This design comes from an exercise in tuning for small area and a short achievable clock period on the open sky130 flow, not from production work. In this exercise RTL edits were held to simulation tests only and were not proved equivalent to the original. Power and IR drop assume default switching activity.

## flow/constraint.sdc

```tcl
create_clock -name core_clock -period 10.0 [get_ports {clk}]
set_input_delay 2.0000 -clock core_clock [delete_from_list [all_inputs] [get_ports {clk}]]
set_output_delay 2.0000 -clock core_clock [all_outputs]
set_load 0.01 [all_outputs]
```

## flow/flow/run.sh

```bash
#!/bin/bash
# Standard layout, with timing repair aiming past the 10 ns constraint and
# regular buffers on the ports. Each tool's log stays under orfs/logs/.
set -euo pipefail
bash standard.sh SETUP_SLACK_MARGIN=6.5 "BUFFER_PORTS_ARGS=-buffer_cell sky130_fd_sc_hd__buf_2" finish > make_finish.log 2>&1
```

## flow/design.v

```verilog
module multiply
  (
   input wire [15:0]  x,
   input wire [23:0]  d,    
   output wire [15:0] z0,
   output wire [15:0] z1,
   output wire        zg,
   output wire [5:0]  zl0,
   output wire [5:0]  zl1
   );
   wire [17:0] xs = {x[15], x, 1'b0};
   wire one0 = d[0], two0 = d[1], neg0 = d[2];
   wire [16:0] pp0 = (({17{one0}} & xs[17:1]) | ({17{two0}} & xs[16:0])) ^ {17{neg0}};
   wire one1 = d[3], two1 = d[4], neg1 = d[5];
   wire [16:0] pp1 = (({17{one1}} & xs[17:1]) | ({17{two1}} & xs[16:0])) ^ {17{neg1}};
   wire one2 = d[6], two2 = d[7], neg2 = d[8];
   wire [16:0] pp2 = (({17{one2}} & xs[17:1]) | ({17{two2}} & xs[16:0])) ^ {17{neg2}};
   wire one3 = d[9], two3 = d[10], neg3 = d[11];
   wire [16:0] pp3 = (({17{one3}} & xs[17:1]) | ({17{two3}} & xs[16:0])) ^ {17{neg3}};
   wire one4 = d[12], two4 = d[13], neg4 = d[14];
   wire [16:0] pp4 = (({17{one4}} & xs[17:1]) | ({17{two4}} & xs[16:0])) ^ {17{neg4}};
   wire one5 = d[15], two5 = d[16], neg5 = d[17];
   wire [16:0] pp5 = (({17{one5}} & xs[17:1]) | ({17{two5}} & xs[16:0])) ^ {17{neg5}};
   wire one6 = d[18], two6 = d[19], neg6 = d[20];
   wire [16:0] pp6 = (({17{one6}} & xs[17:1]) | ({17{two6}} & xs[16:0])) ^ {17{neg6}};
   wire one7 = d[21], two7 = d[22], neg7 = d[23];
   wire [16:0] pp7 = (({17{one7}} & xs[17:1]) | ({17{two7}} & xs[16:0])) ^ {17{neg7}};
   wire n0 = pp0[10] ^ pp1[8];
   wire n1 = pp0[10] & pp1[8];
   wire n2 = pp0[11] ^ pp1[9];
   wire n3 = pp0[11] & pp1[9];
   wire n4 = pp0[12] ^ pp1[10] ^ pp2[8];
   wire n5 = (pp0[12] & pp1[10]) | (pp0[12] & pp2[8]) | (pp1[10] & pp2[8]);
   wire n6 = pp3[6] ^ pp4[4];
   wire n7 = pp3[6] & pp4[4];
   wire n8 = pp0[13] ^ pp1[11] ^ pp2[9];
   wire n9 = (pp0[13] & pp1[11]) | (pp0[13] & pp2[9]) | (pp1[11] & pp2[9]);
   wire n10 = pp3[7] ^ pp4[5];
   wire n11 = pp3[7] & pp4[5];
   wire n12 = pp0[14] ^ pp1[12] ^ pp2[10];
   wire n13 = (pp0[14] & pp1[12]) | (pp0[14] & pp2[10]) | (pp1[12] & pp2[10]);
   wire n14 = pp3[8] ^ pp4[6] ^ pp5[4];
   wire n15 = (pp3[8] & pp4[6]) | (pp3[8] & pp5[4]) | (pp4[6] & pp5[4]);
   wire n16 = pp6[2] ^ pp7[0];
   wire n17 = pp6[2] & pp7[0];
   wire n18 = pp0[15] ^ pp1[13] ^ pp2[11];
   wire n19 = (pp0[15] & pp1[13]) | (pp0[15] & pp2[11]) | (pp1[13] & pp2[11]);
   wire n20 = pp3[9] ^ pp4[7] ^ pp5[5];
   wire n21 = (pp3[9] & pp4[7]) | (pp3[9] & pp5[5]) | (pp4[7] & pp5[5]);
   wire n22 = pp6[3] ^ pp7[1];
   wire n23 = pp6[3] & pp7[1];
   wire n24 = ~pp0[16] ^ pp1[14] ^ pp2[12];
   wire n25 = (~pp0[16] & pp1[14]) | (~pp0[16] & pp2[12]) | (pp1[14] & pp2[12]);
   wire n26 = pp3[10] ^ pp4[8] ^ pp5[6];
   wire n27 = (pp3[10] & pp4[8]) | (pp3[10] & pp5[6]) | (pp4[8] & pp5[6]);
   wire n28 = pp6[4] ^ pp7[2];
   wire n29 = pp6[4] & pp7[2];
   wire n30 = pp1[15] ^ pp2[13] ^ pp3[11];
   wire n31 = (pp1[15] & pp2[13]) | (pp1[15] & pp3[11]) | (pp2[13] & pp3[11]);
   wire n32 = pp4[9] ^ pp5[7] ^ pp6[5];
   wire n33 = (pp4[9] & pp5[7]) | (pp4[9] & pp6[5]) | (pp5[7] & pp6[5]);
   wire n34 = ~pp1[16] ^ pp2[14] ^ pp3[12];
   wire n35 = (~pp1[16] & pp2[14]) | (~pp1[16] & pp3[12]) | (pp2[14] & pp3[12]);
   wire n36 = pp4[10] ^ pp5[8];
   wire n37 = pp4[10] & pp5[8];
   wire n38 = pp2[15] ^ pp3[13] ^ pp4[11];
   wire n39 = (pp2[15] & pp3[13]) | (pp2[15] & pp4[11]) | (pp3[13] & pp4[11]);
   wire n40 = ~pp2[16] ^ pp3[14];
   wire n41 = ~pp2[16] & pp3[14];
   wire n42 = pp0[6] ^ pp1[4];
   wire n43 = pp0[6] & pp1[4];
   wire n44 = pp0[7] ^ pp1[5];
   wire n45 = pp0[7] & pp1[5];
   wire n46 = pp0[8] ^ pp1[6] ^ pp2[4];
   wire n47 = (pp0[8] & pp1[6]) | (pp0[8] & pp2[4]) | (pp1[6] & pp2[4]);
   wire n48 = pp3[2] ^ pp4[0];
   wire n49 = pp3[2] & pp4[0];
   wire n50 = pp0[9] ^ pp1[7] ^ pp2[5];
   wire n51 = (pp0[9] & pp1[7]) | (pp0[9] & pp2[5]) | (pp1[7] & pp2[5]);
   wire n52 = pp3[3] ^ pp4[1];
   wire n53 = pp3[3] & pp4[1];
   wire n54 = n0 ^ pp2[6] ^ pp3[4];
   wire n55 = (n0 & pp2[6]) | (n0 & pp3[4]) | (pp2[6] & pp3[4]);
   wire n56 = pp4[2] ^ pp5[0] ^ neg5;
   wire n57 = (pp4[2] & pp5[0]) | (pp4[2] & neg5) | (pp5[0] & neg5);
   wire n58 = n1 ^ n2 ^ pp2[7];
   wire n59 = (n1 & n2) | (n1 & pp2[7]) | (n2 & pp2[7]);
   wire n60 = pp3[5] ^ pp4[3] ^ pp5[1];
   wire n61 = (pp3[5] & pp4[3]) | (pp3[5] & pp5[1]) | (pp4[3] & pp5[1]);
   wire n62 = n3 ^ n4 ^ n6;
   wire n63 = (n3 & n4) | (n3 & n6) | (n4 & n6);
   wire n64 = pp5[2] ^ pp6[0] ^ neg6;
   wire n65 = (pp5[2] & pp6[0]) | (pp5[2] & neg6) | (pp6[0] & neg6);
   wire n66 = n5 ^ n7 ^ n8;
   wire n67 = (n5 & n7) | (n5 & n8) | (n7 & n8);
   wire n68 = n10 ^ pp5[3] ^ pp6[1];
   wire n69 = (n10 & pp5[3]) | (n10 & pp6[1]) | (pp5[3] & pp6[1]);
   wire n70 = n9 ^ n11 ^ n12;
   wire n71 = (n9 & n11) | (n9 & n12) | (n11 & n12);
   wire n72 = n14 ^ n16 ^ neg7;
   wire n73 = (n14 & n16) | (n14 & neg7) | (n16 & neg7);
   wire n74 = n13 ^ n15 ^ n17;
   wire n75 = (n13 & n15) | (n13 & n17) | (n15 & n17);
   wire n76 = n18 ^ n20 ^ n22;
   wire n77 = (n18 & n20) | (n18 & n22) | (n20 & n22);
   wire n78 = n19 ^ n21 ^ n23;
   wire n79 = (n19 & n21) | (n19 & n23) | (n21 & n23);
   wire n80 = n24 ^ n26 ^ n28;
   wire n81 = (n24 & n26) | (n24 & n28) | (n26 & n28);
   wire n82 = n25 ^ n27 ^ n29;
   wire n83 = (n25 & n27) | (n25 & n29) | (n27 & n29);
   wire n84 = n30 ^ n32 ^ pp7[3];
   wire n85 = (n30 & n32) | (n30 & pp7[3]) | (n32 & pp7[3]);
   wire n86 = n31 ^ n33 ^ n34;
   wire n87 = (n31 & n33) | (n31 & n34) | (n33 & n34);
   wire n88 = n36 ^ pp6[6] ^ pp7[4];
   wire n89 = (n36 & pp6[6]) | (n36 & pp7[4]) | (pp6[6] & pp7[4]);
   wire n90 = n35 ^ n37 ^ n38;
   wire n91 = (n35 & n37) | (n35 & n38) | (n37 & n38);
   wire n92 = pp5[9] ^ pp6[7] ^ pp7[5];
   wire n93 = (pp5[9] & pp6[7]) | (pp5[9] & pp7[5]) | (pp6[7] & pp7[5]);
   wire n94 = n39 ^ n40 ^ pp4[12];
   wire n95 = (n39 & n40) | (n39 & pp4[12]) | (n40 & pp4[12]);
   wire n96 = pp5[10] ^ pp6[8] ^ pp7[6];
   wire n97 = (pp5[10] & pp6[8]) | (pp5[10] & pp7[6]) | (pp6[8] & pp7[6]);
   wire n98 = n41 ^ pp3[15] ^ pp4[13];
   wire n99 = (n41 & pp3[15]) | (n41 & pp4[13]) | (pp3[15] & pp4[13]);
   wire n100 = pp5[11] ^ pp6[9] ^ pp7[7];
   wire n101 = (pp5[11] & pp6[9]) | (pp5[11] & pp7[7]) | (pp6[9] & pp7[7]);
   wire n102 = ~pp3[16] ^ pp4[14] ^ pp5[12];
   wire n103 = (~pp3[16] & pp4[14]) | (~pp3[16] & pp5[12]) | (pp4[14] & pp5[12]);
   wire n104 = pp6[10] ^ pp7[8];
   wire n105 = pp6[10] & pp7[8];
   wire n106 = pp4[15] ^ pp5[13] ^ pp6[11];
   wire n107 = (pp4[15] & pp5[13]) | (pp4[15] & pp6[11]) | (pp5[13] & pp6[11]);
   wire n108 = ~pp4[16] ^ pp5[14];
   wire n109 = ~pp4[16] & pp5[14];
   wire n110 = pp0[4] ^ pp1[2];
   wire n111 = pp0[4] & pp1[2];
   wire n112 = pp0[5] ^ pp1[3];
   wire n113 = pp0[5] & pp1[3];
   wire n114 = n42 ^ pp2[2] ^ pp3[0];
   wire n115 = (n42 & pp2[2]) | (n42 & pp3[0]) | (pp2[2] & pp3[0]);
   wire n116 = n43 ^ n44 ^ pp2[3];
   wire n117 = (n43 & n44) | (n43 & pp2[3]) | (n44 & pp2[3]);
   wire n118 = n45 ^ n46 ^ n48;
   wire n119 = (n45 & n46) | (n45 & n48) | (n46 & n48);
   wire n120 = n47 ^ n49 ^ n50;
   wire n121 = (n47 & n49) | (n47 & n50) | (n49 & n50);
   wire n122 = n51 ^ n53 ^ n54;
   wire n123 = (n51 & n53) | (n51 & n54) | (n53 & n54);
   wire n124 = n55 ^ n57 ^ n58;
   wire n125 = (n55 & n57) | (n55 & n58) | (n57 & n58);
   wire n126 = n59 ^ n61 ^ n62;
   wire n127 = (n59 & n61) | (n59 & n62) | (n61 & n62);
   wire n128 = n63 ^ n65 ^ n66;
   wire n129 = (n63 & n65) | (n63 & n66) | (n65 & n66);
   wire n130 = n67 ^ n69 ^ n70;
   wire n131 = (n67 & n69) | (n67 & n70) | (n69 & n70);
   wire n132 = n71 ^ n73 ^ n74;
   wire n133 = (n71 & n73) | (n71 & n74) | (n73 & n74);
   wire n134 = n75 ^ n77 ^ n78;
   wire n135 = (n75 & n77) | (n75 & n78) | (n77 & n78);
   wire n136 = n79 ^ n81 ^ n82;
   wire n137 = (n79 & n81) | (n79 & n82) | (n81 & n82);
   wire n138 = n83 ^ n85 ^ n86;
   wire n139 = (n83 & n85) | (n83 & n86) | (n85 & n86);
   wire n140 = n87 ^ n89 ^ n90;
   wire n141 = (n87 & n89) | (n87 & n90) | (n89 & n90);
   wire n142 = n91 ^ n93 ^ n94;
   wire n143 = (n91 & n93) | (n91 & n94) | (n93 & n94);
   wire n144 = n95 ^ n97 ^ n98;
   wire n145 = (n95 & n97) | (n95 & n98) | (n97 & n98);
   wire n146 = n99 ^ n101 ^ n102;
   wire n147 = (n99 & n101) | (n99 & n102) | (n101 & n102);
   wire n148 = n103 ^ n105 ^ n106;
   wire n149 = (n103 & n105) | (n103 & n106) | (n105 & n106);
   wire n150 = n107 ^ n108 ^ pp6[12];
   wire n151 = (n107 & n108) | (n107 & pp6[12]) | (n108 & pp6[12]);
   wire n152 = n109 ^ pp5[15] ^ pp6[13];
   wire n153 = (n109 & pp5[15]) | (n109 & pp6[13]) | (pp5[15] & pp6[13]);
   wire n154 = ~pp5[16] ^ pp6[14];
   wire n155 = ~pp5[16] & pp6[14];
   wire n156 = pp0[2] ^ pp1[0];
   wire n157 = pp0[2] & pp1[0];
   wire n158 = pp0[3] ^ pp1[1];
   wire n159 = pp0[3] & pp1[1];
   wire n160 = n110 ^ pp2[0] ^ neg2;
   wire n161 = (n110 & pp2[0]) | (n110 & neg2) | (pp2[0] & neg2);
   wire n162 = n111 ^ n112 ^ pp2[1];
   wire n163 = (n111 & n112) | (n111 & pp2[1]) | (n112 & pp2[1]);
   wire n164 = n113 ^ n114 ^ neg3;
   wire n165 = (n113 & n114) | (n113 & neg3) | (n114 & neg3);
   wire n166 = n115 ^ n116 ^ pp3[1];
   wire n167 = (n115 & n116) | (n115 & pp3[1]) | (n116 & pp3[1]);
   wire n168 = n117 ^ n118 ^ neg4;
   wire n169 = (n117 & n118) | (n117 & neg4) | (n118 & neg4);
   wire n170 = n119 ^ n120 ^ n52;
   wire n171 = (n119 & n120) | (n119 & n52) | (n120 & n52);
   wire n172 = n121 ^ n122 ^ n56;
   wire n173 = (n121 & n122) | (n121 & n56) | (n122 & n56);
   wire n174 = n123 ^ n124 ^ n60;
   wire n175 = (n123 & n124) | (n123 & n60) | (n124 & n60);
   wire n176 = n125 ^ n126 ^ n64;
   wire n177 = (n125 & n126) | (n125 & n64) | (n126 & n64);
   wire n178 = n127 ^ n128 ^ n68;
   wire n179 = (n127 & n128) | (n127 & n68) | (n128 & n68);
   wire n180 = n129 ^ n130 ^ n72;
   wire n181 = (n129 & n130) | (n129 & n72) | (n130 & n72);
   wire n182 = n131 ^ n132 ^ n76;
   wire n183 = (n131 & n132) | (n131 & n76) | (n132 & n76);
   wire n184 = n133 ^ n134 ^ n80;
   wire n185 = (n133 & n134) | (n133 & n80) | (n134 & n80);
   wire n186 = n135 ^ n136 ^ n84;
   wire n187 = (n135 & n136) | (n135 & n84) | (n136 & n84);
   wire n188 = n137 ^ n138 ^ n88;
   wire n189 = (n137 & n138) | (n137 & n88) | (n138 & n88);
   wire n190 = n139 ^ n140 ^ n92;
   wire n191 = (n139 & n140) | (n139 & n92) | (n140 & n92);
   wire n192 = n141 ^ n142 ^ n96;
   wire n193 = (n141 & n142) | (n141 & n96) | (n142 & n96);
   wire n194 = n143 ^ n144 ^ n100;
   wire n195 = (n143 & n144) | (n143 & n100) | (n144 & n100);
   wire n196 = n145 ^ n146 ^ n104;
   wire n197 = (n145 & n146) | (n145 & n104) | (n146 & n104);
   wire n198 = n147 ^ n148 ^ pp7[9];
   wire n199 = (n147 & n148) | (n147 & pp7[9]) | (n148 & pp7[9]);
   wire n200 = n149 ^ n150 ^ pp7[10];
   wire n201 = (n149 & n150) | (n149 & pp7[10]) | (n150 & pp7[10]);
   wire n202 = n151 ^ n152 ^ pp7[11];
   wire n203 = (n151 & n152) | (n151 & pp7[11]) | (n152 & pp7[11]);
   wire n204 = n153 ^ n154 ^ pp7[12];
   wire n205 = (n153 & n154) | (n153 & pp7[12]) | (n154 & pp7[12]);
   wire n206 = n155 ^ pp6[15] ^ pp7[13];
   wire n207 = (n155 & pp6[15]) | (n155 & pp7[13]) | (pp6[15] & pp7[13]);
   wire n208 = ~pp6[16] ^ pp7[14];
   wire n209 = ~pp6[16] & pp7[14];
   wire n210 = pp0[0] & neg0;
   wire n211 = pp0[0] | neg0;
   wire n212 = n156 & neg1;
   wire n213 = n156 | neg1;
   wire n214 = n157 & n158;
   wire n215 = n157 | n158;
   wire n216 = n159 & n160;
   wire n217 = n159 | n160;
   wire n218 = n161 & n162;
   wire n219 = n161 | n162;
   wire n220 = n163 & n164;
   wire n221 = n163 | n164;
   wire n222 = n165 & n166;
   wire n223 = n165 | n166;
   wire n224 = n167 & n168;
   wire n225 = n167 | n168;
   wire n226 = pp0[1] & n210;
   wire n227 = pp0[1] & n211;
   wire n228 = n214 | (n215 & n212);
   wire n229 = n215 & n213;
   wire n230 = n228 | (n229 & n226);
   wire n231 = n229 & n227;
   wire n232 = n218 | (n219 & n216);
   wire n233 = n219 & n217;
   wire n234 = n224 | (n225 & n222);
   wire n235 = n225 & n223;
   wire n236 = n234 | (n235 & n220);
   wire n237 = n235 & n221;
   wire n238 = n236 | (n237 & n232);
   wire n239 = n237 & n233;
   wire n240 = n238 | (n239 & n230);
   wire n241 = n239 & n231;
   assign zg = n240;
   assign zl0 = {n179, n177, n175, n173, n171, n169};
   assign zl1 = {n180, n178, n176, n174, n172, n170};
   assign z0 = {~pp7[16], n209, n207, n205, n203, n201, n199, n197, n195, n193, n191, n189, n187, n185, n183, n181};
   assign z1 = {1'b0, pp7[15], n208, n206, n204, n202, n200, n198, n196, n194, n192, n190, n188, n186, n184, n182};
endmodule
module recode
  (
   input wire [15:0]  y,
   output wire [23:0] d
   );
   wire [16:0] yy = {y, 1'b0};
   genvar j;
   generate
      for (j = 0; j < 8; j = j + 1) begin: dig
         wire b2 = yy[2*j+2], b1 = yy[2*j+1], b0 = yy[2*j];
         assign d[3*j]   = b1 ^ b0;
         assign d[3*j+1] = (b2 & ~b1 & ~b0) | (~b2 & b1 & b0);
         assign d[3*j+2] = b2 & ~(b1 & b0);
      end
   endgenerate
endmodule
module summult
  (
   input wire         clk,
   input wire         first,
   input wire [15:0]  a0,
   input wire [15:0]  a1,
   input wire         ag,
   input wire [5:0]  al0,
   input wire [5:0]  al1,
   input wire [15:0]  b0,
   input wire [15:0]  b1,
   input wire         bg,
   input wire [5:0]  bl0,
   input wire [5:0]  bl1,
   output reg [15:0]  sum
   );
   reg [15:0] acc0, acc1;
   wire [15:0] q0 = first ? 16'hAAB0 : acc0;
   wire [15:0] q1 = first ? 16'h0000 : acc1;
   wire s0 = al0[0] & al1[0];
   wire s1 = al0[0] | al1[0];
   wire s2 = al0[1] & al1[1];
   wire s3 = al0[1] | al1[1];
   wire s4 = al0[2] & al1[2];
   wire s5 = al0[2] | al1[2];
   wire s6 = al0[3] & al1[3];
   wire s7 = al0[3] | al1[3];
   wire s8 = al0[4] & al1[4];
   wire s9 = al0[4] | al1[4];
   wire s10 = al0[5] & al1[5];
   wire s11 = al0[5] | al1[5];
   wire s12 = s2 | (s3 & s0);
   wire s13 = s3 & s1;
   wire s14 = s12 | (s13 & ag);
   wire s15 = s6 | (s7 & s4);
   wire s16 = s7 & s5;
   wire s17 = s10 | (s11 & s8);
   wire s18 = s11 & s9;
   wire s19 = s17 | (s18 & s15);
   wire s20 = s18 & s16;
   wire s21 = s19 | (s20 & s14);
   wire s22 = bl0[0] & bl1[0];
   wire s23 = bl0[0] | bl1[0];
   wire s24 = bl0[1] & bl1[1];
   wire s25 = bl0[1] | bl1[1];
   wire s26 = bl0[2] & bl1[2];
   wire s27 = bl0[2] | bl1[2];
   wire s28 = bl0[3] & bl1[3];
   wire s29 = bl0[3] | bl1[3];
   wire s30 = bl0[4] & bl1[4];
   wire s31 = bl0[4] | bl1[4];
   wire s32 = bl0[5] & bl1[5];
   wire s33 = bl0[5] | bl1[5];
   wire s34 = s24 | (s25 & s22);
   wire s35 = s25 & s23;
   wire s36 = s34 | (s35 & bg);
   wire s37 = s28 | (s29 & s26);
   wire s38 = s29 & s27;
   wire s39 = s32 | (s33 & s30);
   wire s40 = s33 & s31;
   wire s41 = s39 | (s40 & s37);
   wire s42 = s40 & s38;
   wire s43 = s41 | (s42 & s36);
   wire s44 = q0[0] ^ q1[0] ^ a0[0];
   wire s45 = (q0[0] & q1[0]) | (q0[0] & a0[0]) | (q1[0] & a0[0]);
   wire s46 = q0[1] ^ q1[1];
   wire s47 = q0[1] & q1[1];
   wire s48 = q0[2] ^ q1[2];
   wire s49 = q0[2] & q1[2];
   wire s50 = q0[3] ^ q1[3];
   wire s51 = q0[3] & q1[3];
   wire s52 = q0[4] ^ q1[4];
   wire s53 = q0[4] & q1[4];
   wire s54 = q0[5] ^ q1[5];
   wire s55 = q0[5] & q1[5];
   wire s56 = q0[6] ^ q1[6];
   wire s57 = q0[6] & q1[6];
   wire s58 = q0[7] ^ q1[7];
   wire s59 = q0[7] & q1[7];
   wire s60 = q0[8] ^ q1[8];
   wire s61 = q0[8] & q1[8];
   wire s62 = q0[9] ^ q1[9];
   wire s63 = q0[9] & q1[9];
   wire s64 = q0[10] ^ q1[10];
   wire s65 = q0[10] & q1[10];
   wire s66 = q0[11] ^ q1[11];
   wire s67 = q0[11] & q1[11];
   wire s68 = q0[12] ^ q1[12];
   wire s69 = q0[12] & q1[12];
   wire s70 = q0[13] ^ q1[13];
   wire s71 = q0[13] & q1[13];
   wire s72 = q0[14] ^ q1[14];
   wire s73 = q0[14] & q1[14];
   wire s74 = q0[15] ^ q1[15];
   wire s75 = q0[15] & q1[15];
   wire s76 = s44 ^ a1[0] ^ b0[0];
   wire s77 = (s44 & a1[0]) | (s44 & b0[0]) | (a1[0] & b0[0]);
   wire s78 = s45 ^ s46 ^ a0[1];
   wire s79 = (s45 & s46) | (s45 & a0[1]) | (s46 & a0[1]);
   wire s80 = a1[1] ^ b0[1];
   wire s81 = a1[1] & b0[1];
   wire s82 = s47 ^ s48 ^ a0[2];
   wire s83 = (s47 & s48) | (s47 & a0[2]) | (s48 & a0[2]);
   wire s84 = a1[2] ^ b0[2] ^ b1[2];
   wire s85 = (a1[2] & b0[2]) | (a1[2] & b1[2]) | (b0[2] & b1[2]);
   wire s86 = s49 ^ s50 ^ a0[3];
   wire s87 = (s49 & s50) | (s49 & a0[3]) | (s50 & a0[3]);
   wire s88 = a1[3] ^ b0[3] ^ b1[3];
   wire s89 = (a1[3] & b0[3]) | (a1[3] & b1[3]) | (b0[3] & b1[3]);
   wire s90 = s51 ^ s52 ^ a0[4];
   wire s91 = (s51 & s52) | (s51 & a0[4]) | (s52 & a0[4]);
   wire s92 = a1[4] ^ b0[4] ^ b1[4];
   wire s93 = (a1[4] & b0[4]) | (a1[4] & b1[4]) | (b0[4] & b1[4]);
   wire s94 = s53 ^ s54 ^ a0[5];
   wire s95 = (s53 & s54) | (s53 & a0[5]) | (s54 & a0[5]);
   wire s96 = a1[5] ^ b0[5] ^ b1[5];
   wire s97 = (a1[5] & b0[5]) | (a1[5] & b1[5]) | (b0[5] & b1[5]);
   wire s98 = s55 ^ s56 ^ a0[6];
   wire s99 = (s55 & s56) | (s55 & a0[6]) | (s56 & a0[6]);
   wire s100 = a1[6] ^ b0[6] ^ b1[6];
   wire s101 = (a1[6] & b0[6]) | (a1[6] & b1[6]) | (b0[6] & b1[6]);
   wire s102 = s57 ^ s58 ^ a0[7];
   wire s103 = (s57 & s58) | (s57 & a0[7]) | (s58 & a0[7]);
   wire s104 = a1[7] ^ b0[7] ^ b1[7];
   wire s105 = (a1[7] & b0[7]) | (a1[7] & b1[7]) | (b0[7] & b1[7]);
   wire s106 = s59 ^ s60 ^ a0[8];
   wire s107 = (s59 & s60) | (s59 & a0[8]) | (s60 & a0[8]);
   wire s108 = a1[8] ^ b0[8] ^ b1[8];
   wire s109 = (a1[8] & b0[8]) | (a1[8] & b1[8]) | (b0[8] & b1[8]);
   wire s110 = s61 ^ s62 ^ a0[9];
   wire s111 = (s61 & s62) | (s61 & a0[9]) | (s62 & a0[9]);
   wire s112 = a1[9] ^ b0[9] ^ b1[9];
   wire s113 = (a1[9] & b0[9]) | (a1[9] & b1[9]) | (b0[9] & b1[9]);
   wire s114 = s63 ^ s64 ^ a0[10];
   wire s115 = (s63 & s64) | (s63 & a0[10]) | (s64 & a0[10]);
   wire s116 = a1[10] ^ b0[10] ^ b1[10];
   wire s117 = (a1[10] & b0[10]) | (a1[10] & b1[10]) | (b0[10] & b1[10]);
   wire s118 = s65 ^ s66 ^ a0[11];
   wire s119 = (s65 & s66) | (s65 & a0[11]) | (s66 & a0[11]);
   wire s120 = a1[11] ^ b0[11] ^ b1[11];
   wire s121 = (a1[11] & b0[11]) | (a1[11] & b1[11]) | (b0[11] & b1[11]);
   wire s122 = s67 ^ s68 ^ a0[12];
   wire s123 = (s67 & s68) | (s67 & a0[12]) | (s68 & a0[12]);
   wire s124 = a1[12] ^ b0[12] ^ b1[12];
   wire s125 = (a1[12] & b0[12]) | (a1[12] & b1[12]) | (b0[12] & b1[12]);
   wire s126 = s69 ^ s70 ^ a0[13];
   wire s127 = (s69 & s70) | (s69 & a0[13]) | (s70 & a0[13]);
   wire s128 = a1[13] ^ b0[13] ^ b1[13];
   wire s129 = (a1[13] & b0[13]) | (a1[13] & b1[13]) | (b0[13] & b1[13]);
   wire s130 = s71 ^ s72 ^ a0[14];
   wire s131 = (s71 & s72) | (s71 & a0[14]) | (s72 & a0[14]);
   wire s132 = a1[14] ^ b0[14] ^ b1[14];
   wire s133 = (a1[14] & b0[14]) | (a1[14] & b1[14]) | (b0[14] & b1[14]);
   wire s134 = s73 ^ s74 ^ a0[15];
   wire s135 = (s73 & s74) | (s73 & a0[15]) | (s74 & a0[15]);
   wire s136 = a1[15] ^ b0[15] ^ b1[15];
   wire s137 = (a1[15] & b0[15]) | (a1[15] & b1[15]) | (b0[15] & b1[15]);
   wire s138 = s76 ^ b1[0];
   wire s139 = s76 & b1[0];
   wire s140 = s77 ^ s78 ^ s80;
   wire s141 = (s77 & s78) | (s77 & s80) | (s78 & s80);
   wire s142 = s79 ^ s81 ^ s82;
   wire s143 = (s79 & s81) | (s79 & s82) | (s81 & s82);
   wire s144 = s83 ^ s85 ^ s86;
   wire s145 = (s83 & s85) | (s83 & s86) | (s85 & s86);
   wire s146 = s87 ^ s89 ^ s90;
   wire s147 = (s87 & s89) | (s87 & s90) | (s89 & s90);
   wire s148 = s91 ^ s93 ^ s94;
   wire s149 = (s91 & s93) | (s91 & s94) | (s93 & s94);
   wire s150 = s95 ^ s97 ^ s98;
   wire s151 = (s95 & s97) | (s95 & s98) | (s97 & s98);
   wire s152 = s99 ^ s101 ^ s102;
   wire s153 = (s99 & s101) | (s99 & s102) | (s101 & s102);
   wire s154 = s103 ^ s105 ^ s106;
   wire s155 = (s103 & s105) | (s103 & s106) | (s105 & s106);
   wire s156 = s107 ^ s109 ^ s110;
   wire s157 = (s107 & s109) | (s107 & s110) | (s109 & s110);
   wire s158 = s111 ^ s113 ^ s114;
   wire s159 = (s111 & s113) | (s111 & s114) | (s113 & s114);
   wire s160 = s115 ^ s117 ^ s118;
   wire s161 = (s115 & s117) | (s115 & s118) | (s117 & s118);
   wire s162 = s119 ^ s121 ^ s122;
   wire s163 = (s119 & s121) | (s119 & s122) | (s121 & s122);
   wire s164 = s123 ^ s125 ^ s126;
   wire s165 = (s123 & s125) | (s123 & s126) | (s125 & s126);
   wire s166 = s127 ^ s129 ^ s130;
   wire s167 = (s127 & s129) | (s127 & s130) | (s129 & s130);
   wire s168 = s131 ^ s133 ^ s134;
   wire s169 = (s131 & s133) | (s131 & s134) | (s133 & s134);
   wire s170 = s138 ^ s21;
   wire s171 = s138 & s21;
   wire s172 = s139 ^ s140 ^ b1[1];
   wire s173 = (s139 & s140) | (s139 & b1[1]) | (s140 & b1[1]);
   wire s174 = s141 ^ s142 ^ s84;
   wire s175 = (s141 & s142) | (s141 & s84) | (s142 & s84);
   wire s176 = s143 ^ s144 ^ s88;
   wire s177 = (s143 & s144) | (s143 & s88) | (s144 & s88);
   wire s178 = s145 ^ s146 ^ s92;
   wire s179 = (s145 & s146) | (s145 & s92) | (s146 & s92);
   wire s180 = s147 ^ s148 ^ s96;
   wire s181 = (s147 & s148) | (s147 & s96) | (s148 & s96);
   wire s182 = s149 ^ s150 ^ s100;
   wire s183 = (s149 & s150) | (s149 & s100) | (s150 & s100);
   wire s184 = s151 ^ s152 ^ s104;
   wire s185 = (s151 & s152) | (s151 & s104) | (s152 & s104);
   wire s186 = s153 ^ s154 ^ s108;
   wire s187 = (s153 & s154) | (s153 & s108) | (s154 & s108);
   wire s188 = s155 ^ s156 ^ s112;
   wire s189 = (s155 & s156) | (s155 & s112) | (s156 & s112);
   wire s190 = s157 ^ s158 ^ s116;
   wire s191 = (s157 & s158) | (s157 & s116) | (s158 & s116);
   wire s192 = s159 ^ s160 ^ s120;
   wire s193 = (s159 & s160) | (s159 & s120) | (s160 & s120);
   wire s194 = s161 ^ s162 ^ s124;
   wire s195 = (s161 & s162) | (s161 & s124) | (s162 & s124);
   wire s196 = s163 ^ s164 ^ s128;
   wire s197 = (s163 & s164) | (s163 & s128) | (s164 & s128);
   wire s198 = s165 ^ s166 ^ s132;
   wire s199 = (s165 & s166) | (s165 & s132) | (s166 & s132);
   wire s200 = s167 ^ s168 ^ s136;
   wire s201 = (s167 & s168) | (s167 & s136) | (s168 & s136);
   wire [15:0] r0 = {s199, s197, s195, s193, s191, s189, s187, s185, s183, s181, s179, s177, s175, s173, s171, s170};
   wire [15:0] r1 = {s200, s198, s196, s194, s192, s190, s188, s186, s184, s182, s180, s178, s176, s174, s172, s43};
   always @(posedge clk) begin
      acc0 <= r0;
      acc1 <= r1;
      sum <= acc0 + acc1;
   end
endmodule
module filter
  #(
    parameter WIDTH = 32,
    parameter MWIDTH = 1,
    parameter FLTLEN = 8,
    parameter ID = 123
    )
   (
    input wire                   clk,
    input wire                   rst_n,
    input wire [WIDTH-1:0]       in_data,
    input wire                   in_nd,
    input wire [MWIDTH-1:0]      in_m,
    input wire [32-1:0]  in_msg,
    input wire                   in_msg_nd,
    output wire [WIDTH-1:0]      out_data,
    output wire                  out_nd,
    output wire [MWIDTH-1:0]     out_m,
    output wire                  error
    );
   integer j;
   reg [1:0] g;
   always @(posedge clk)
     if (!rst_n)
       g <= 2'd0;
     else
       g <= g + 2'd1;
   wire last = (g == 2'd3);
   reg [2:0]   which_pos;
   reg         setting_taps;
   reg         tap_set_error;
   assign error = tap_set_error;
   wire hdr    = in_msg[32-1];
   wire our_id = (in_msg[16:7] == ID);
   always @(posedge clk)
     if (!rst_n) begin
        setting_taps <= 1'b0;
        tap_set_error <= 1'b0;
     end else if (in_msg_nd) begin
        if (hdr) begin
           if (setting_taps)
             tap_set_error <= 1'b1;
           if (our_id) begin
              which_pos <= 3'd0;
              setting_taps <= 1'b1;
           end
        end else if (setting_taps) begin
           if (which_pos == 3'd7) begin
              which_pos <= 3'd0;
              setting_taps <= 1'b0;
           end else
             which_pos <= which_pos + 3'd1;
        end
     end
   reg [15:0]  tr [0:7];
   reg [7:0]   tv;
   wire [2:0]  wslot = which_pos - {g, 1'b0} - 3'd2;
   wire        twr = in_msg_nd & setting_taps;
   reg [15:0]  tr_d [0:7];
   reg [7:0]   tv_d;
   always @* begin
      for (j = 0; j < 8; j = j + 1) begin
         tr_d[j] = (twr && wslot == j) ? in_msg[15:0] : tr[(j+2)%8];
         tv_d[j] = rst_n & ((twr && wslot == j) | tv[(j+2)%8]);
      end
   end
   always @(posedge clk)
     for (j = 0; j < 8; j = j + 1)
       tr[j] <= tr_d[j];
   always @(posedge clk)
     tv <= tv_d;
   reg [31:0]  inbuf;
   reg         mbuf;
   reg         pending;
   always @(posedge clk)
     if (in_nd) begin
        inbuf <= in_data;
        mbuf <= in_m;
     end
   always @(posedge clk)
     if (!rst_n)
       pending <= 1'b0;
     else
       pending <= in_nd | (pending & ~last);
   wire ins = pending & last;
   reg [31:0]  hr [0:7];
   reg [7:0]   hv;
   always @(posedge clk)
     if (ins) begin
        hr[0] <= inbuf;
        for (j = 1; j < 8; j = j + 1)
          hr[j] <= hr[(j+1)%8];
     end else
       for (j = 0; j < 8; j = j + 1)
         hr[j] <= hr[(j+2)%8];
   wire [7:0]  hv_d = !rst_n ? 8'd0 :
                      ins ? ({hv[0], hv[7:1]} | 8'd1) : {hv[1:0], hv[7:2]};
   always @(posedge clk)
     hv <= hv_d;
   reg [6:0]   q;
   always @(posedge clk)
     if (!rst_n)
       q <= 7'd0;
     else
       q <= {q[5:0], ins};
   assign out_nd = q[6];
   reg mframe, mout;
   always @(posedge clk)
     if (last) begin
        mout <= mframe;
        if (pending)
          mframe <= mbuf;
     end
   assign out_m = mout;
   wire [15:0] ta_d = tr[2] & {16{tv[2] & hv_d[0]}};
   wire [15:0] tb_d = tr[3] & {16{tv[3] & hv_d[1]}};
   wire [23:0] da_d, db_d;
   recode rca (.y(ta_d), .d(da_d));
   recode rcb (.y(tb_d), .d(db_d));
   reg [23:0]  da, db;
   always @(posedge clk) begin
      da <= da_d;
      db <= db_d;
   end
   localparam K = 8;             
   localparam W = 14 - K;
   wire [15:0]  ra0, ra1, rb0, rb1, ia0, ia1, ib0, ib1;
   wire         rag, rbg, iag, ibg;
   wire [W-1:0] ral0, ral1, rbl0, rbl1, ial0, ial1, ibl0, ibl1;
   multiply mra (.x(hr[0][31:16]), .d(da), .z0(ra0), .z1(ra1), .zg(rag), .zl0(ral0), .zl1(ral1));
   multiply mrb (.x(hr[1][31:16]), .d(db), .z0(rb0), .z1(rb1), .zg(rbg), .zl0(rbl0), .zl1(rbl1));
   multiply mia (.x(hr[0][15:0]),  .d(da), .z0(ia0), .z1(ia1), .zg(iag), .zl0(ial0), .zl1(ial1));
   multiply mib (.x(hr[1][15:0]),  .d(db), .z0(ib0), .z1(ib1), .zg(ibg), .zl0(ibl0), .zl1(ibl1));
   reg [15:0]  pra0, pra1, prb0, prb1, pia0, pia1, pib0, pib1;
   reg         prag, prbg, piag, pibg;
   reg [W-1:0] pral0, pral1, prbl0, prbl1, pial0, pial1, pibl0, pibl1;
   always @(posedge clk) begin
      pra0 <= ra0; pra1 <= ra1; prag <= rag; pral0 <= ral0; pral1 <= ral1;
      prb0 <= rb0; prb1 <= rb1; prbg <= rbg; prbl0 <= rbl0; prbl1 <= rbl1;
      pia0 <= ia0; pia1 <= ia1; piag <= iag; pial0 <= ial0; pial1 <= ial1;
      pib0 <= ib0; pib1 <= ib1; pibg <= ibg; pibl0 <= ibl0; pibl1 <= ibl1;
   end
   wire [15:0] acc_re, acc_im;
   summult sre (.clk(clk), .first(q[1]),
                .a0(pra0), .a1(pra1), .ag(prag), .al0(pral0), .al1(pral1),
                .b0(prb0), .b1(prb1), .bg(prbg), .bl0(prbl0), .bl1(prbl1),
                .sum(acc_re));
   summult sim (.clk(clk), .first(q[1]),
                .a0(pia0), .a1(pia1), .ag(piag), .al0(pial0), .al1(pial1),
                .b0(pib0), .b1(pib1), .bg(pibg), .bl0(pibl0), .bl1(pibl1),
                .sum(acc_im));
   assign out_data = {acc_re, acc_im};
endmodule
```

## flow/config.mk

```make
export PLATFORM = sky130hd
export DESIGN_NAME = filter
export DESIGN_NICKNAME = filter
export VERILOG_FILES = /design/flow/design.v
export SDC_FILE = /design/flow/constraint.sdc
export NUM_CORES = 4
export LEC_CHECK = 0
export CAP_MARGIN = 20
export CORE_MARGIN = 2
export CORE_UTILIZATION = 40
export CTS_BUF_LIST = sky130_fd_sc_hd__clkbuf_4
export SLEW_MARGIN = 20
```

## flow/standard.sh

```bash
#!/bin/bash
# synth_recipe.tcl (not shown) runs the flow's synth.tcl, then flattens the netlist and writes it again
# the make line also repeats each setting of config.mk as NAME=value (left out here)
make -C /OpenROAD-flow-scripts/flow DESIGN_CONFIG=/design/flow/config.mk WORK_HOME=/design/flow/orfs CLKGATE_MAP_FILE= SYNTH_SCRIPT=/design/flow/synth_recipe.tcl "${@:-finish}"
```

==> results.sh, run 1 <==
export IMPL_status="finished clean"
export IMPL_cts_sinks=770
export IMPL_finClkSkew_ns=0.0876
export IMPL_h_tree_depth=4
export IMPL_synthesis_area_um2=46100
export IMPL_crit_type="register to primary output"
export IMPL_powerDensity_nw_per_um2=157
export IMPL_dieArea_um2=118000
export IMPL_max_freq_ghz=0.276
export IMPL_relSlewSlack_pct=32.5
export IMPL_layout_min_cycle_time_ns=3.63
export IMPL_synth_main_ff_cell="dfxtp_1"
export IMPL_fin_area_um2=50600
export IMPL_drive_above_1_share_pct=14.4
export IMPL_place_congestion=0.854
export IMPL_period_share_pct=36.3
export IMPL_cp_required_ns=8.00
export IMPL_yosys_warnings=8
export IMPL_core_area_um2=114000
export IMPL_seq_power_share_pct=47.9
export IMPL_hold_viol=0
export IMPL_synth_top_cell_area_share_pct=31.8
export IMPL_p_comb_share_pct=18.4
export IMPL_cap_violations=0
export IMPL_critPathSlowestCell="edfxtp_1"
export IMPL_grt_max_degree=105
export IMPL_hp_class="register to register"
export IMPL_antenna_found_initial=7
export IMPL_cp_num_buf_inv=1
export IMPL_muxShareOfSynthArea_pct=3.37
export IMPL_holdWs_ns=0.368
export IMPL_yosysSeqAreaShare_pct=34.2
export IMPL_drt_pass1_iterations=5
export IMPL_nNetsFinal=5425
export IMPL_numCtsBuffers=198
export IMPL_ant_nets=0
export IMPL_yosys_area_top_type="dfxtp_1"
export IMPL_dieHeight_um=344
export IMPL_cp_data_arrival_time_ns=1.63
export IMPL_synth_top_family_by_area="adder cells"
export IMPL_synth_distinct_cells=55
export IMPL_io_pin_count=104
export IMPL_tns_ns=0
export IMPL_setup_viol=0
export IMPL_dpl_instance_area_um2=47700
export IMPL_end_kind="primary output"
export IMPL_p_int_mw=5.51
export IMPL_area_growth_syn_to_layout_pct=9.71
export IMPL_path_clk_slew_ns=0.07
export IMPL_synth_compound_gate_area_share_pct=9.96
export IMPL_mostFrequentLayoutCells="nand2_1 (848), dfxtp_1 (662), inv_1 (526)"
export IMPL_ir_drop_mv=0.118
export IMPL_wl_um=116000
export IMPL_worst_setup_path_start_kind="register"
export IMPL_grt_usage_pct=20.0
export IMPL_avgSynthCellArea_um2=9.69
export IMPL_placementRows=124
export IMPL_viasPerCell=5.03
export IMPL_cts_tree="built"
export IMPL_crit_family="flip-flops"
export IMPL_power_switching_mw=2.43
export IMPL_grt_overflow_total=0
export IMPL_grt_pass1_wl_um=185000
export IMPL_cts_path_max_buffers=3
export IMPL_synth_area_leaders="dfxtp_1 (32%), fa_1 (19%), a22oi_1 (7.7%)"
export IMPL_grt_pass1_vias=33000
export IMPL_ctsRootBufferMaster="clkbuf_4"
export IMPL_vias=32300
export IMPL_routedWlPerCell_um=18.0
export IMPL_crit_chain="buf_2"
export IMPL_total_power_mw=7.93
export IMPL_tightestPinTransition_ns=1.01
export IMPL_slew_viol_final=0
export IMPL_regArea_um2=15900
export IMPL_synthXorXnorAreaFrac_pct=11.0
export IMPL_initial_core_util_pct=40.4
export IMPL_p_leak_nw=22.2
export IMPL_swShare_pct=30.6
export IMPL_synthAdderAreaFrac_pct=24.4
export IMPL_drt_first_iter_violations=2374
export IMPL_synthArstFlopShare_pct=0
export IMPL_drc=0
export IMPL_dp_final_hpwl_um=76300
export IMPL_synth_fp_nets=5438
export IMPL_synth_edf_count=38
export IMPL_clkLatencyLatePin_ns=1.11
export IMPL_slowest_delay_ns=0.38
export IMPL_synthSimpleGateAreaFrac_pct=9.66
export IMPL_final_common_cell="nand2_1"
export IMPL_syn_inst=4763
export IMPL_die_x_um=344
export IMPL_io_buffers=89
export IMPL_ys_ff_latch=770
export IMPL_pwr_share_clk_pct=33.7
export IMPL_rsz0062_at_grt="yes"
export IMPL_multi_input_area_um2=26900
export IMPL_n_fill_cell=11000
export IMPL_critPathMaxFanout=1
==> area by class of cell <==
type | count | area share, %
Sequential cell | 770 | 31.4
Antenna cell | 6 | 0.0297
Inverter | 531 | 3.97
Tap cell | 1512 | 3.74
Clock buffer | 268 | 3.97
Clock inverter | 77 | 0.974
Multi-Input combinational cell | 3077 | 53.2
Timing Repair Buffer | 172 | 2.72
==> Yosys cell counts, types with 2 or more instances <==
master / instances
maj3_2: 12
and3_1: 36
clkbuf_1: 336
nor2b_1: 67
a21boi_0: 12
or3_1: 4
xnor2_1: 381
a31oi_1: 6
nor3b_1: 2
o21bai_1: 3
and2_1: 10
inv_1: 527
nand3_1: 5
nor2_1: 80
fa_1: 440
nand2b_1: 4
o32ai_1: 2
a22oi_1: 476
xor2_1: 196
buf_1: 42
nand4b_1: 3
edfxtp_1: 38
a222oi_1: 2
nor3_2: 2
maj3_1: 22
ha_1: 166
a22o_1: 2
mux2_2: 131
nor3_1: 4
a21oi_1: 39
nand3b_1: 2
nand2_1: 849
mux2i_1: 8
or2_2: 12
a311oi_1: 2
dfxtp_1: 732
inv_2: 4
buf_2: 7
o21a_1: 16
o22ai_1: 3
o21ai_0: 50
a21o_1: 11
o221ai_1: 5
==> worst paths after layout <==
path         depth (start not counted)         to      start  slack [ns]
max reg2reg                          8    pia1[0]  hr[0][13]        6.57
min                                  2  hr[5][13]  hr[7][13]        0.37
min reg2reg                          2  hr[5][13]  hr[7][13]        0.37
max                                  1   out_m[0]       mout        6.37
==> metal layers <==
metal  GRT usage, %  vias to the layer above  share of wire (%)
li1               -                    15300                  -
met1           27.3                    15600                 45
met2           30.3                     1168                 44
met3           4.29                      256                7.3
met4           8.96                        8                3.8
met5              0                        -              0.047
==> kinds of logic (layout without fill, tap and decap cells) <==
kind of cell / count (synthesis) / in the layout
multiplexers: 139 / 139
flip-flops: 770 / 770
AND/OR/NAND/NOR: 1082 / 1082
XOR/XNOR: 577 / 577
AO/OA/AOI/OAI: 639 / 639
buffers and inverters: 916 / 1048
other: 0 / 6
adder cells (fa/ha/maj): 640 / 640
==> power by group through the flow <==
stage                     Sequential (mW)  Clock (mW)  Combinational [mW]
final                                3.80        2.68                1.46
after detailed placement             3.85           0                1.44
after global routing                 3.84        2.96                1.71
after floorplan                      3.70           0                1.13
after CTS                            3.79        2.80                1.47
after global placement               3.84           0                1.42
==> registers in the layout, summed over array words and instances, names as in the netlist, 24 cells and up <==
name   cells
tr       128
hr       256
da        24
inbuf     32
db        24
==> what timing repair did <==
item,4_1_cts,5_1_grt
hold endpoints to repair,0,0
gates resized for setup,57,71
hold buffers,0,0
setup endpoints to repair,104,82
setup buffers,0,3
==> per-stage QoR <==
step                util [%]  setup slack, ns  std cells
floorplan                  -             6.52       4763
global placement        41.7             6.27       6059
detailed placement      41.7             6.21       6059
CTS                     44.0             6.16       6404
global route            44.3             6.20       6412
finish                  44.3             6.37       6413
==> run 2: changes to the inputs <==
--- a/flow/config.mk
+++ b/flow/config.mk
@@ -8,5 +8,5 @@
 export CAP_MARGIN = 20
 export CORE_MARGIN = 2
 export CORE_UTILIZATION = 40
-export CTS_BUF_LIST = sky130_fd_sc_hd__clkbuf_4
+export CTS_BUF_LIST = sky130_fd_sc_hd__clkbuf_2 sky130_fd_sc_hd__clkbuf_4 sky130_fd_sc_hd__clkbuf_8
 export SLEW_MARGIN = 20
==> results.sh, run 2 <==
export IMPL_status="finished clean"
export IMPL_rsz0062_at_grt="yes"
export IMPL_cap_violations=0
export IMPL_io_pin_count=104
export IMPL_synth_fp_nets=5438
export IMPL_worst_slack_ns=6.55
export IMPL_place_congestion=0.854
export IMPL_syn_inst=4763
export IMPL_seq_power_share_pct=45.8
export IMPL_relSlewSlack_pct=32.9
export IMPL_synthAdderAreaFrac_pct=24.4
export IMPL_synth_area_leaders="dfxtp_1 (32%), fa_1 (19%), a22oi_1 (7.7%)"
export IMPL_tns_ns=0
export IMPL_cts_tree="built"
export IMPL_slew_viol_final=0
export IMPL_drt_first_iter_violations=2461
export IMPL_min_from="hr[2][5]"
export IMPL_rrSetupSlack_ns=6.55
export IMPL_vias=31900
export IMPL_avgSynthCellArea_um2=9.69
export IMPL_dpl_instance_area_um2=47700
export IMPL_whs_path_depth=2
export IMPL_final_common_cell="nand2_1"
export IMPL_grt_pass1_vias=32300
export IMPL_synth_compound_gate_area_share_pct=9.96
export IMPL_synth_edf_count=38
export IMPL_yosys_warnings=8
export IMPL_nNetsFinal=5361
export IMPL_drive_above_1_share_pct=13.2
export IMPL_fin_area_um2=50800
export IMPL_r2r_end="pia1[0]"
export IMPL_path_clk_slew_ns=0.06
export IMPL_period_share_pct=34.5
export IMPL_min_to="hr[1][5]"
export IMPL_cts_sinks=770
export IMPL_powerDensity_nw_per_um2=163
export IMPL_synthSimpleGateAreaFrac_pct=9.66
export IMPL_p_comb_share_pct=17.2
export IMPL_ant_nets=0
export IMPL_viasPerCell=5.05
export IMPL_initial_core_util_pct=40.4
export IMPL_mostFrequentLayoutCells="nand2_1 (848), dfxtp_1 (679), inv_1 (526)"
export IMPL_critPathMaxFanout=32
export IMPL_synthArstFlopShare_pct=0
export IMPL_io_buffers=89
export IMPL_hp_class="register to register"
export IMPL_p_int_mw=5.81
export IMPL_synth_main_ff_cell="dfxtp_1"
export IMPL_cts_path_max_buffers=3
export IMPL_h_tree_depth=4
export IMPL_synth_most_common_cell="nand2_1"
export IMPL_area_growth_syn_to_layout_pct=10.2
export IMPL_yosys_area_top_type="dfxtp_1"
export IMPL_clkLatencyLatePin_ns=0.87
export IMPL_grt_pass1_wl_um=185000
export IMPL_hold_viol=0
export IMPL_pwr_share_clk_pct=37.0
export IMPL_largest_reg_flops=256
export IMPL_ys_ff_latch=770
export IMPL_antenna_found_initial=6
export IMPL_die_x_um=344
export IMPL_synthTopCellsByCount="nand2_1 (849), dfxtp_1 (732), inv_1 (527)"
export IMPL_dieHeight_um=344
export IMPL_end_kind="register"
export IMPL_ctsRootBufferMaster="clkbuf_8"
export IMPL_synth_top_family_by_area="adder cells"
export IMPL_reg_top3="hr (256), tr (128), inbuf (32)"
export IMPL_routedWlPerCell_um=18.4
export IMPL_wl_um=116000
export IMPL_core_area_um2=114000
export IMPL_placementRows=124
export IMPL_ff2ff_path_depth=8
export IMPL_cp_required_ns=10.69
export IMPL_dieArea_um2=118000
export IMPL_grt_max_degree=105
export IMPL_synthesis_area_um2=46100
export IMPL_layout_min_cycle_time_ns=3.45
export IMPL_ir_drop_mv=0.129
export IMPL_synthXorXnorAreaFrac_pct=11.0
export IMPL_cp_data_arrival_time_ns=4.14
export IMPL_r2r_start="da[16]"
export IMPL_drt_pass1_iterations=8
export IMPL_crit_type="register to register"
export IMPL_muxShareOfSynthArea_pct=3.37
export IMPL_regMostFlops="hr"
export IMPL_worst_setup_path_start_kind="register"
export IMPL_holdWs_ns=0.398
export IMPL_p_leak_nw=22.2
export IMPL_grt_usage_pct=19.9
export IMPL_numCtsBuffers=134
export IMPL_swShare_pct=29.7
export IMPL_yosysSeqAreaShare_pct=34.2
export IMPL_tightestPinTransition_ns=1.01
export IMPL_dp_final_hpwl_um=76300
export IMPL_grt_overflow_total=0
export IMPL_max_freq_ghz=0.290
export IMPL_power_switching_mw=2.46
export IMPL_finClkSkew_ns=0.0512
export IMPL_synth_distinct_cells=55
export IMPL_post_place_ws_ns=6.21
export IMPL_setup_viol=0
export IMPL_drc=0
export IMPL_synth_top_cell_area_share_pct=31.8
run 2: worst max-delay path: stages (launching register included):
cell     delay (ns)
dfxtp_1        0.31
buf_4          0.42
a22oi_1        0.19
xor2_1         0.20
fa_1           0.49
fa_1           0.50
fa_1           0.56
inv_1          0.06
fa_1           0.55
run 2: repair_timing:
item / 4_1_cts / 5_1_grt
setup buffers: 0 / 3
gates cloned: 0 / 0
pin swaps: 0 / 0
endpoints found under the setup margin: 72 / 41
hold buffers: 0 / 0
gates resized for setup: 40 / 35
run 2: metal layers:
layer / wire length [um] / share of wire (%) / vias up / global-route usage (%)
li1: - / - / 15000 / -
met2: 50500 / 43 / 1129 / 30.3
met3: 8390 / 7.2 / 233 / 4.17
met4: 4220 / 3.6 / 8 / 8.09
met1: 52900 / 46 / 15500 / 27.6
met5: 54 / 0.047 / - / 0
run 2: power groups by stage:
stage,registers (mW),clock network [mW],logic [mW]
floorplan,3.70,0,1.13
global placement,3.84,0,1.42
detailed placement,3.85,0,1.44
CTS,3.79,3.16,1.46
global route,3.83,3.30,1.67
finish,3.79,3.05,1.42
run 2: cell type report:
class | instances | area [um^2]
fillers | 10900 | 63500
multi-input cells | 3077 | 26900
flip-flops and latches | 770 | 15900
clock buffers | 196 | 2480
inverters | 531 | 2010
well taps | 1512 | 1890
repair buffers | 172 | 1230
clock inverters | 46 | 418
diodes | 3 | 7.51
run 2: how the worst max path moves through the flow:
stage              start  cells past startpoint  endpoint  slack (ns)
5_1_grt            da[6]                     13      piag        6.47
6_report          da[16]                      8   pia1[0]        6.55
4_1_cts             mout                      1  out_m[0]        6.51
3_3_place_gp   hr[1][23]                      9  prbl1[3]        6.27
2_1_floorplan      db[5]                      9  pibl1[4]        6.52
3_5_place_dp   hr[1][21]                     10      prbg        6.21
run 2: cell families after synthesis:
family,after synthesis
AO/OA/AOI/OAI,639
XOR/XNOR,577
adder cells (fa/ha/maj),640
buffers and inverters,916
flip-flops,770
multiplexers,139
AND/OR/NAND/NOR,1082
run 2: stage by stage:
stage | power [mW] | std cells | utilization (%)
6_report | 8.27 | 6307 | 44.5
3_5_place_dp | 5.29 | 6059 | 41.7
3_3_place_gp | 5.26 | 6059 | 41.7
5_1_grt | 8.81 | 6306 | 44.5
2_1_floorplan | 4.83 | 4763 | -
4_1_cts | 8.41 | 6301 | 44.3
==> run 3: changes to the inputs <==
==> flow/flow/run.sh (replaced) <==
#!/bin/bash
# Standard layout, with timing repair aiming past the 10 ns constraint and
# regular buffers on the ports. Each tool's log stays under orfs/logs/.
set -euo pipefail
bash standard.sh SETUP_SLACK_MARGIN=0 "BUFFER_PORTS_ARGS=-buffer_cell sky130_fd_sc_hd__buf_2" finish > make_finish.log 2>&1
--- a/flow/config.mk
+++ b/flow/config.mk
@@ -8,5 +8,4 @@
 export CAP_MARGIN = 20
 export CORE_MARGIN = 2
 export CORE_UTILIZATION = 40
-export CTS_BUF_LIST = sky130_fd_sc_hd__clkbuf_2 sky130_fd_sc_hd__clkbuf_4 sky130_fd_sc_hd__clkbuf_8
 export SLEW_MARGIN = 20
==> results.sh, run 3 <==
export IMPL_status="finished clean"
export IMPL_cp_data_arrival_time_ns=4.35
export IMPL_ant_nets=0
export IMPL_layout_min_cycle_time_ns=3.83
export IMPL_synth_most_common_cell="nand2_1"
export IMPL_grt_pass1_wl_um=184000
export IMPL_cts_sinks=770
export IMPL_seq_power_share_pct=44.0
export IMPL_yosysSeqAreaShare_pct=34.2
export IMPL_period_share_pct=38.3
export IMPL_ctsRootBufferMaster="clkbuf_16"
export IMPL_io_buffers=89
export IMPL_core_area_um2=114000
export IMPL_critPathMaxFanout=20
export IMPL_syn_inst=4763
export IMPL_p_comb_share_pct=16.7
export IMPL_synthXorXnorAreaFrac_pct=11.0
export IMPL_synthSimpleGateAreaFrac_pct=9.66
export IMPL_drc=0
export IMPL_tightestPinTransition_ns=1.07
export IMPL_ir_drop_mv=0.171
export IMPL_grt_max_degree=98
export IMPL_cap_violations=0
export IMPL_p_leak_nw=22.1
export IMPL_synth_fp_nets=5438
export IMPL_regMostFlops="hr"
export IMPL_synth_main_ff_cell="dfxtp_1"
export IMPL_synthTopCellsByCount="nand2_1 (849), dfxtp_1 (732), inv_1 (527)"
export IMPL_hp_class="register to register"
export IMPL_cts_path_max_buffers=3
export IMPL_cts_setup_buffers=0
export IMPL_mostFrequentLayoutCells="nand2_1 (848), dfxtp_1 (713), inv_1 (526)"
export IMPL_grt_overflow_total=0
export IMPL_largest_reg_flops=256
export IMPL_synth_compound_gate_area_share_pct=9.96
export IMPL_stdcell_count=6223
export IMPL_p_int_mw=6.14
export IMPL_drt_pass1_iterations=6
export IMPL_synth_top_cell_area_share_pct=31.8
export IMPL_pwr_share_clk_pct=39.4
export IMPL_cts_tree="built"
export IMPL_synthArstFlopShare_pct=0
export IMPL_rsz0062_at_grt="no"
export IMPL_dp_final_hpwl_um=76700
export IMPL_hold_buffers=0
export IMPL_finClkSkew_ns=0.0644
export IMPL_swShare_pct=28.6
export IMPL_synth_top_family_by_area="adder cells"
export IMPL_n_fill_cell=10900
export IMPL_dp_cells=6062
export IMPL_synth_area_leaders="dfxtp_1 (32%), fa_1 (19%), a22oi_1 (7.7%)"
export IMPL_powerDensity_nw_per_um2=169
export IMPL_fin_area_um2=50900
export IMPL_synthesis_area_um2=46100
export IMPL_path_clk_slew_ns=0.06
export IMPL_yosys_warnings=8
export IMPL_utilization_pct=44.5
export IMPL_clkLatencyLatePin_ns=0.70
export IMPL_postCtsResizedCells=0
export IMPL_antenna_found_initial=4
export IMPL_numCtsBuffers=86
export IMPL_placementRows=124
export IMPL_dieArea_um2=118000
export IMPL_synthAdderAreaFrac_pct=24.4
export IMPL_power_switching_mw=2.46
export IMPL_area_growth_syn_to_layout_pct=10.2
export IMPL_drive_above_1_share_pct=10.7
export IMPL_die_x_um=344
export IMPL_synth_distinct_cells=55
export IMPL_drt_first_iter_violations=2658
export IMPL_crit_type="register to register"
export IMPL_setup_viol=0
export IMPL_ys_ff_latch=770
export IMPL_end_kind="register"
export IMPL_reg_top3="hr (256), tr (128), inbuf (32)"
export IMPL_max_freq_ghz=0.261
export IMPL_wl_um=116000
export IMPL_tns_ns=0
export IMPL_relSlewSlack_pct=28.7
export IMPL_worst_setup_path_start_kind="register"
export IMPL_cp_required_ns=10.51
export IMPL_final_common_cell="nand2_1"
export IMPL_nNetsFinal=5313
export IMPL_initial_core_util_pct=40.4
export IMPL_place_congestion=0.862
export IMPL_dpl_instance_area_um2=47700
export IMPL_grt_pass1_vias=31900
export IMPL_yosys_area_top_type="dfxtp_1"
export IMPL_grt_usage_pct=19.8
export IMPL_vias=31800
export IMPL_slew_viol_final=0
export IMPL_muxShareOfSynthArea_pct=3.37
export IMPL_routedWlPerCell_um=18.6
export IMPL_viasPerCell=5.10
export IMPL_hold_viol=0
export IMPL_io_pin_count=104
export IMPL_synth_edf_count=38
export IMPL_dieHeight_um=344
export IMPL_h_tree_depth=3
export IMPL_avgSynthCellArea_um2=9.69
-- run 3: cell count changes in the layout (fill, tap and decap cells not counted), sizes merged --
cell,before,now
clkbuf,198,119
inv,542,534
bufinv,2,8
clkinv,30,25
buf,170,172
clkinvlp,3,5
diode,3,1
-- run 3: layout make-up --
cell class                 count  area (um^2)  area share, %
clock inverter                41          617           1.21
sequential                   770        15800           31.1
timing repair buffer         172         1070           2.10
clock buffer                 119         2530           4.98
inverter                     531         2000           3.93
multi-input combinational   3077        26900           52.9
tap                         1512         1890           3.72
antenna                        1         2.50        0.00492
-- run 3: worst paths after layout --
path,from,end,slack [ns],cells past startpoint
max,da[14],pia1[0],6.17,8
min,hr[3][1],hr[2][1],0.38,2
max reg2reg,da[14],pia1[0],6.17,8
min reg2reg,hr[3][1],hr[2][1],0.38,2
-- run 3: cells by family after synthesis --
family,after synthesis
simple gates,1082
buf+inv,916
flops,770
fa+ha+maj,640
compound gates,639
xor+xnor,577
mux,139
-- run 3: stage by stage --
stage                     setup slack (ns)  hold slack [ns]  power [mW]
after floorplan                       6.46            0.400        4.83
after global placement                6.23            0.403        5.25
after detailed placement              6.22            0.408        5.30
after CTS                             6.20            0.371        8.73
after global routing                  6.02            0.396        9.12
final                                 6.17            0.377        8.60
-- run 3: metal layers --
| metal | wire length, um | GRT usage [%] | part of all wire, % |
|---|---|---|---|
| met4 | 4550 | 7.78 | 3.9 |
| met3 | 8430 | 3.51 | 7.3 |
| met5 | 40 | 0 | 0.034 |
| met2 | 50800 | 30.5 | 44 |
| met1 | 52100 | 27.6 | 45 |
-- run 3: worst max-delay path: stages, from the launching register on --
cell     delay [ns]
dfxtp_1        0.30
buf_4          0.26
inv_2          0.68
xnor2_1        0.21
fa_1           0.47
fa_1           0.51
fa_1           0.58
inv_1          0.06
fa_1           0.55
-- run 3: power groups by stage --
stage / sequential [mW] / combinational, mW / clock [mW]
after floorplan: 3.70 / 1.13 / 0
after global placement: 3.84 / 1.42 / 0
after detailed placement: 3.84 / 1.45 / 0
after CTS: 3.78 / 1.46 / 3.49
after global routing: 3.82 / 1.68 / 3.61
final: 3.78 / 1.43 / 3.39

[re-timing with driven ports]
How much do the figures lean on ideal ports? The routed layouts below were timed once more, with nothing changed but the port constraints. Step 1 (the two cells are an assumption about what drives the block):
set clk [get_ports {clk}]
set_driving_cell -lib_cell sky130_fd_sc_hd__clkbuf_16 $clk
set_driving_cell -lib_cell sky130_fd_sc_hd__buf_2 [delete_from_list [all_inputs] $clk]
Step 2 moves the port delays by t, midway between the first and last clock arrival at a register: inputs arrive t later, outputs are due t later. That takes back most of the time a late clock gives input paths. a / b / c = ideal ports / drivers / drivers and shift; a / b = the first two.
run | t (ns) | slack for setup (ns) | worst setup path after step 2 | latest minus earliest clock arrival (ns) | pins driven straight from the clock port
run 1 | 1.139 | 6.375 / 6.302 / 6.343 | input to register | 0.095 / 0.095 | 1
run 2 | 0.903 | 6.551 / 6.549 / 6.337 | input to register | 0.060 / 0.060 | 1
run 3 | 0.742 | 6.165 / 6.165 / 6.165 | register to register | 0.066 / 0.066 | 1
After both steps setup and hold are still met in every run listed. For run 2, which loses most, drivers alone change the setup slack by -0.002 ns; drivers and shift together by -0.214 ns.
